This design comes from an exercise in tuning for small area on the open sky130 flow, not from production work. RTL that was checked went through simulation tests only; none was proved equivalent to the original.

== alpha ==
// DgLk_LockChannel
module DgLk_LockChannel (
    input  wire        i_clkp,
    input  wire        i_rstn,
    input  wire [15:0] i_a0,      
    input  wire [15:0] i_adc,     
    input  wire [15:0] i_rt,      
    input  wire [15:0] i_k0,      
    input  wire [15:0] i_k1,      
    input  wire [15:0] i_k2,      
    input  wire [4:0]  i_shift,   
    input  wire [31:0] i_min,     
    input  wire [31:0] i_max,     
    output wire [15:0] o_filt,    
    output wire [31:0] o_ut       
);
reg [3:0] cnt;
always @(posedge i_clkp or negedge i_rstn)
  if (!i_rstn)           cnt <= 4'd0;
  else if (!cnt[3])      cnt <= cnt + 4'd1;
reg  [15:0] a0_r, adc_r;             
reg  [15:0] y1, y2, y3, y4;          
reg  [15:0] y0;                      
reg  [15:0] ra, rb;                  
reg         rc;
wire [15:0] ra_n, rb_n, ynew;
wire        rc_n;
dglk_filt_core u_filt (.a0(a0_r), .adc(adc_r), .y(y0), .ra(ra_n), .rb(rb_n), .rc(rc_n));
dglk_filt_add  u_fadd (.ra(ra), .rb(rb), .rc(rc), .ynew(ynew));
always @(posedge i_clkp) begin
  a0_r <= i_a0;  adc_r <= i_adc;
  ra <= ra_n; rb <= rb_n; rc <= rc_n;
  y4 <= ynew; y3 <= y4; y2 <= y3; y1 <= y2;
end
always @(posedge i_clkp or negedge i_rstn)
  if (!i_rstn) y0 <= 16'd0;
  else         y0 <= (cnt[3] | (cnt[2] & cnt[1])) ? y1 : 16'd0;
assign o_filt = y0;
reg  [15:0] e1, e2, e3;              
reg  [31:0] fs, fc;                  
reg  [31:0] d1, d2, d3, d4, d5, d6, d7, d8;    
reg  [31:0] r1, r2;                  
wire [31:0] fs_n, fc_n;
dglk_pid_core u_pid (.e0(i_k0), .e1(i_k1), .e2(i_k2), .k0(e1), .k1(e2), .k2(e3),
                     .fs(fs), .fc(fc), .fs_n(fs_n), .fc_n(fc_n));
wire [31:0] f;
dglk_pid_sum u_psum (.fs(fs), .fc(fc), .f(f));
  ...
Size in the first run: ~220 I/O pins, roughly 0.047 mm^2 of cells after synthesis.
==> module DgLk_LockChannel, before the edit <==
module DgLk_LockChannel (
    input  wire        i_clkp,
    input  wire        i_rstn,
    input  wire [15:0] i_a0,      
    input  wire [15:0] i_adc,     
    input  wire [15:0] i_rt,      
    input  wire [15:0] i_k0,      
    input  wire [15:0] i_k1,      
    input  wire [15:0] i_k2,      
    input  wire [4:0]  i_shift,   
    input  wire [31:0] i_min,     
    input  wire [31:0] i_max,     
    output wire [15:0] o_filt,    
    output wire [31:0] o_ut       
);
reg [3:0] cnt;
always @(posedge i_clkp or negedge i_rstn)
  if (!i_rstn)           cnt <= 4'd0;
  else if (!cnt[3])      cnt <= cnt + 4'd1;
reg  [15:0] a0_r, adc_r;             
reg  [15:0] y1, y2, y3, y4;          
reg  [15:0] y0;                      
reg  [15:0] ra, rb;                  
reg         rc;
wire [15:0] ra_n, rb_n, ynew;
wire        rc_n;
dglk_filt_core u_filt (.a0(a0_r), .adc(adc_r), .y(y0), .ra(ra_n), .rb(rb_n), .rc(rc_n));
dglk_filt_add  u_fadd (.ra(ra), .rb(rb), .rc(rc), .ynew(ynew));
always @(posedge i_clkp) begin
  a0_r <= i_a0;  adc_r <= i_adc;
  ra <= ra_n; rb <= rb_n; rc <= rc_n;
  y4 <= ynew; y3 <= y4; y2 <= y3; y1 <= y2;
end
always @(posedge i_clkp or negedge i_rstn)
  if (!i_rstn) y0 <= 16'd0;
  else         y0 <= (cnt[3] | (cnt[2] & cnt[1])) ? y1 : 16'd0;
assign o_filt = y0;
reg  [15:0] e1, e2, e3;              
reg  [31:0] fs, fc;                  
reg  [31:0] d1, d2, d3, d4, d5, d6, d7, d8;    
reg  [31:0] r1, r2;                  
wire [31:0] fs_n, fc_n;
dglk_pid_core u_pid (.e0(i_k0), .e1(i_k1), .e2(i_k2), .k0(e1), .k1(e2), .k2(e3),
                     .fs(fs), .fc(fc), .fs_n(fs_n), .fc_n(fc_n));
wire [31:0] f;
dglk_pid_sum u_psum (.fs(fs), .fc(fc), .f(f));
wire [31:0] sh0 = i_shift[0] ? {{ 1{f[31]}},   f[31:1]}  : f;
wire [31:0] sh1 = i_shift[1] ? {{ 2{sh0[31]}}, sh0[31:2]}  : sh0;
wire [31:0] sh2 = i_shift[2] ? {{ 4{sh1[31]}}, sh1[31:4]}  : sh1;
wire [31:0] sh3 = i_shift[3] ? {{ 8{sh2[31]}}, sh2[31:8]}  : sh2;
wire [31:0] sh4 = i_shift[4] ? {{16{sh3[31]}}, sh3[31:16]} : sh3;
wire [31:0] sv = cnt[3] ? d8 : 32'd0;
wire signed [31:0] s_sv = sv, s_min = i_min, s_max = i_max;
wire lt_min  = s_sv < s_min;                     
wire gt_max  = s_max < s_sv;                     
wire bad     = s_max < s_min;                    
wire nolim   = ~|{i_min, i_max};                 
wire sel_min = ~bad & ~nolim & lt_min;
wire sel_max = ~bad & ~nolim & ~lt_min & gt_max;
wire sel_sv  = ~bad & (nolim | (~lt_min & ~gt_max));
wire [31:0] lim = ({32{sel_min}} & i_min) | ({32{sel_max}} & i_max) | ({32{sel_sv}} & sv);
always @(posedge i_clkp) begin
  d1 <= sh4; d2 <= d1; d3 <= d2; d4 <= d3; d5 <= d4; d6 <= d5; d7 <= d6; d8 <= d7;
end
always @(posedge i_clkp or negedge i_rstn)
  if (!i_rstn) begin
    e1 <= 16'd0; e2 <= 16'd0; e3 <= 16'd0;
    fs <= 32'd0; fc <= 32'd0;
    r1 <= 32'd0; r2 <= 32'd0;
  end else begin
    e1 <= i_rt - y0; e2 <= e1; e3 <= e2;
    fs <= fs_n; fc <= fc_n;
    r1 <= lim; r2 <= r1;
  end
assign o_ut = r2;
endmodule
export LEC_CHECK = 0
export CAP_MARGIN = 5
export CORE_MARGIN = 2
export CORE_UTILIZATION = 70
export CTS_BUF_LIST = sky130_fd_sc_hd__clkbuf_8
export CTS_CLUSTER_DIAMETER = 60
export CTS_CLUSTER_SIZE = 16
export PLACE_DENSITY = 0.8
export SLEW_MARGIN = 5
export SYNTH_HIERARCHICAL = 1
export SYNTH_MINIMUM_KEEP_SIZE = 0
create_clock -name core_clock -period 5.5 [get_ports {i_clkp}]
standard.sh (not shown) runs the stock make flow with config.mk's settings and CLKGATE_MAP_FILE= SYNTH_SCRIPT=/design/flow/synth_recipe.tcl, a recipe that flattens the netlist after the stock synthesis.
==> flow/flow/run.sh <==
#!/bin/bash
# Layout with the standard flow (standard.sh) and its unchanged synthesis, with one step
# added between synthesis and floorplan: downsize.py sets every combinational cell of the
# synthesized netlist to the smallest drive strength of its family (ABC's speed script sizes
# cells up before placement); the flow's own repair steps size up what timing needs.
# make's output is in flow_*.log here; each tool's log is in orfs/logs/.
set -euo pipefail
PORTS=()
if [[ -f flow/ports_buf1 ]]; then PORTS=("BUFFER_PORTS_ARGS=-buffer_cell sky130_fd_sc_hd__buf_1"); fi
bash standard.sh synth > flow_synth.log 2>&1
R=orfs/results/${FLOW_PLATFORM}/DgLk_LockChannel/base
python3 flow/downsize.py "$FLOW_HOME/platforms/${FLOW_PLATFORM}/lib/sky130_fd_sc_hd__tt_025C_1v80.lib" \
  "$R/1_2_yosys.v" > flow_downsize.log 2>&1
bash standard.sh "${PORTS[@]}" finish > flow_finish.log 2>&1
==> flow/flow/downsize.py <==
#!/usr/bin/env python3
"""Rewrites a synthesized netlist so that each combinational cell uses the
smallest-area drive strength of its family (same function, same pins).
Flip-flops, buffers and clock cells are left alone; the flow's timing repair
sizes up whatever needs it.  usage: downsize.py LIB NETLIST"""
import re, sys

lib, net = sys.argv[1], sys.argv[2]
text = open(lib).read()
area = {}
for m in re.finditer(r'cell \("(sky130_fd_sc_hd__\w+)"\)\s*\{', text):
    nxt = text.find('cell (', m.end())
    a = re.search(r'area\s*:\s*([\d.]+)', text[m.end():nxt if nxt > 0 else len(text)])
    if a:
        area[m.group(1)] = float(a.group(1))
dont = {'probe', 'lpflow'}
fam = {}
for c, a in area.items():
    m = re.match(r'(sky130_fd_sc_hd__[a-z0-9]+)_(\d+)$', c)
    if not m or any(d in c for d in dont):
        continue
    fam.setdefault(m.group(1), []).append((a, c))
keep = re.compile(r'sky130_fd_sc_hd__(df|sdf|edf|dl|buf|clk|conb|tap|fill|decap|bufbuf|bufinv|dly)')
s = open(net).read()
count = {}
def repl(m):
    c = m.group(0)
    f = re.match(r'(sky130_fd_sc_hd__[a-z0-9]+)_(\d+)$', c)
    if not f or keep.match(c) or f.group(1) not in fam:
        return c
    best = min(fam[f.group(1)])[1]
    if area.get(best, 1e9) < area.get(c, 0):
        count[(c, best)] = count.get((c, best), 0) + 1
        return best
    return c
s = re.sub(r'\bsky130_fd_sc_hd__[a-z0-9]+_\d+\b', repl, s)
open(net, 'w').write(s)
for (a, b), n in sorted(count.items()):
    print('%5d %s -> %s' % (n, a, b))
==> flow/flow/ports_buf1 <==
1
> inputs changed (alpha -> beta)
diff --git a/flow/design.v b/flow/design.v
--- a/flow/design.v
+++ b/flow/design.v
@@ -4431,10 +4431,10 @@
     output wire [15:0] o_filt,    
     output wire [31:0] o_ut       
 );
-reg [3:0] cnt;
+reg [2:0] cnt;
 always @(posedge i_clkp or negedge i_rstn)
-  if (!i_rstn)           cnt <= 4'd0;
-  else if (!cnt[3])      cnt <= cnt + 4'd1;
+  if (!i_rstn)          cnt <= 3'd0;
+  else if (cnt != 3'd7) cnt <= cnt + 3'd1;
 reg  [15:0] a0_r, adc_r;             
 reg  [15:0] y1, y2, y3, y4;          
 reg  [15:0] y0;                      
@@ -4451,23 +4451,25 @@
 end
 always @(posedge i_clkp or negedge i_rstn)
   if (!i_rstn) y0 <= 16'd0;
-  else         y0 <= (cnt[3] | (cnt[2] & cnt[1])) ? y1 : 16'd0;
+  else         y0 <= (cnt[2] & cnt[1]) ? y1 : 16'd0;
 assign o_filt = y0;
-reg  [15:0] e1, e2, e3;              
+reg  [15:0] k0_r, k1_r, k2_r;        
+reg  [4:0]  shift_r;                 
+reg  [15:0] e1, e2, e3, e4;          
 reg  [31:0] fs, fc;                  
-reg  [31:0] d1, d2, d3, d4, d5, d6, d7, d8;    
+reg  [31:0] d1, d2, d3, d4, d5, d6, d7;    
 reg  [31:0] r1, r2;                  
 wire [31:0] fs_n, fc_n;
-dglk_pid_core u_pid (.e0(i_k0), .e1(i_k1), .e2(i_k2), .k0(e1), .k1(e2), .k2(e3),
+dglk_pid_core u_pid (.e0(e2), .e1(e3), .e2(e4), .k0(k0_r), .k1(k1_r), .k2(k2_r),
                      .fs(fs), .fc(fc), .fs_n(fs_n), .fc_n(fc_n));
 wire [31:0] f;
 dglk_pid_sum u_psum (.fs(fs), .fc(fc), .f(f));
-wire [31:0] sh0 = i_shift[0] ? {{ 1{f[31]}},   f[31:1]}  : f;
-wire [31:0] sh1 = i_shift[1] ? {{ 2{sh0[31]}}, sh0[31:2]}  : sh0;
-wire [31:0] sh2 = i_shift[2] ? {{ 4{sh1[31]}}, sh1[31:4]}  : sh1;
-wire [31:0] sh3 = i_shift[3] ? {{ 8{sh2[31]}}, sh2[31:8]}  : sh2;
-wire [31:0] sh4 = i_shift[4] ? {{16{sh3[31]}}, sh3[31:16]} : sh3;
-wire [31:0] sv = cnt[3] ? d8 : 32'd0;
+wire [31:0] sh0 = shift_r[0] ? {{ 1{f[31]}},   f[31:1]}  : f;
+wire [31:0] sh1 = shift_r[1] ? {{ 2{sh0[31]}}, sh0[31:2]}  : sh0;
+wire [31:0] sh2 = shift_r[2] ? {{ 4{sh1[31]}}, sh1[31:4]}  : sh1;
+wire [31:0] sh3 = shift_r[3] ? {{ 8{sh2[31]}}, sh2[31:8]}  : sh2;
+wire [31:0] sh4 = shift_r[4] ? {{16{sh3[31]}}, sh3[31:16]} : sh3;
+wire [31:0] sv = (cnt == 3'd7) ? d7 : 32'd0;
 wire signed [31:0] s_sv = sv, s_min = i_min, s_max = i_max;
 wire lt_min  = s_sv < s_min;                     
 wire gt_max  = s_max < s_sv;                     
@@ -4478,15 +4480,16 @@
 wire sel_sv  = ~bad & (nolim | (~lt_min & ~gt_max));
 wire [31:0] lim = ({32{sel_min}} & i_min) | ({32{sel_max}} & i_max) | ({32{sel_sv}} & sv);
 always @(posedge i_clkp) begin
-  d1 <= sh4; d2 <= d1; d3 <= d2; d4 <= d3; d5 <= d4; d6 <= d5; d7 <= d6; d8 <= d7;
+  k0_r <= i_k0; k1_r <= i_k1; k2_r <= i_k2; shift_r <= i_shift;
+  d1 <= sh4; d2 <= d1; d3 <= d2; d4 <= d3; d5 <= d4; d6 <= d5; d7 <= d6;
 end
 always @(posedge i_clkp or negedge i_rstn)
   if (!i_rstn) begin
-    e1 <= 16'd0; e2 <= 16'd0; e3 <= 16'd0;
+    e1 <= 16'd0; e2 <= 16'd0; e3 <= 16'd0; e4 <= 16'd0;
     fs <= 32'd0; fc <= 32'd0;
     r1 <= 32'd0; r2 <= 32'd0;
   end else begin
-    e1 <= i_rt - y0; e2 <= e1; e3 <= e2;
+    e1 <= i_rt - y0; e2 <= e1; e3 <= e2; e4 <= e3;
     fs <= fs_n; fc <= fc_n;
     r1 <= lim; r2 <= r1;
   end
==> comparison <==
Between alpha and beta, the flow reports floorplan die height increasing slightly. Changes observed in beta relative to alpha: post-synthesis cell area rose 1.3%; flip-flop and latch count rose 36; fmax rose 0.86%; per-instance average area after synthesis rose about 0.43%; worst setup slack after layout rose 0.045 ns. beta completed; timing, DRC and antenna clean. Final clock period utilization by the worst path: lower on beta. beta: minimum clock period lower than alpha. beta vs. alpha: smallest hold slack decreased 0.022 ns, relative area of clock buffers and inverters in the final design essentially unchanged, global-route wire length before repair decreased about 4%.
No functional check of the RTL was part of alpha.

-- port drivers added, routing unchanged --
How much do the figures lean on ideal ports? The routed layouts below were timed once more, with nothing changed but the port constraints. Step 1: set_driving_cell puts a clkbuf_16 on i_clkp and a buf_2 on each other input, an assumption about the parent block. Step 2, shift: input delay + t, output delay - t, t = (earliest + latest rising clock arrival at the registers) / 2. This alone moves slack from input paths to output paths. Slacks: no drivers / after step 1 / after step 2; pairs: no drivers / after step 1.
| run | t, ns | slack for setup (ns) | hold WS [ns] | worst setup path after step 2 | slew at the worst register clock pin (ns) |
|---|---|---|---|---|---|
| alpha | 0.787 | 0.253 / 0.253 / -0.305 | 0.285 / 0.248 / 0.312 | input to register | 0.11 / 0.11 |
| beta | 0.774 | 0.298 / 0.298 / 0.298 | 0.263 / 0.224 / 0.310 | register to register | 0.11 / 0.11 |
Met with ideal ports but missed after step 2: setup timing in alpha. For alpha, which loses most, drivers alone change the setup slack by 0.000 ns; drivers and shift together by -0.558 ns.
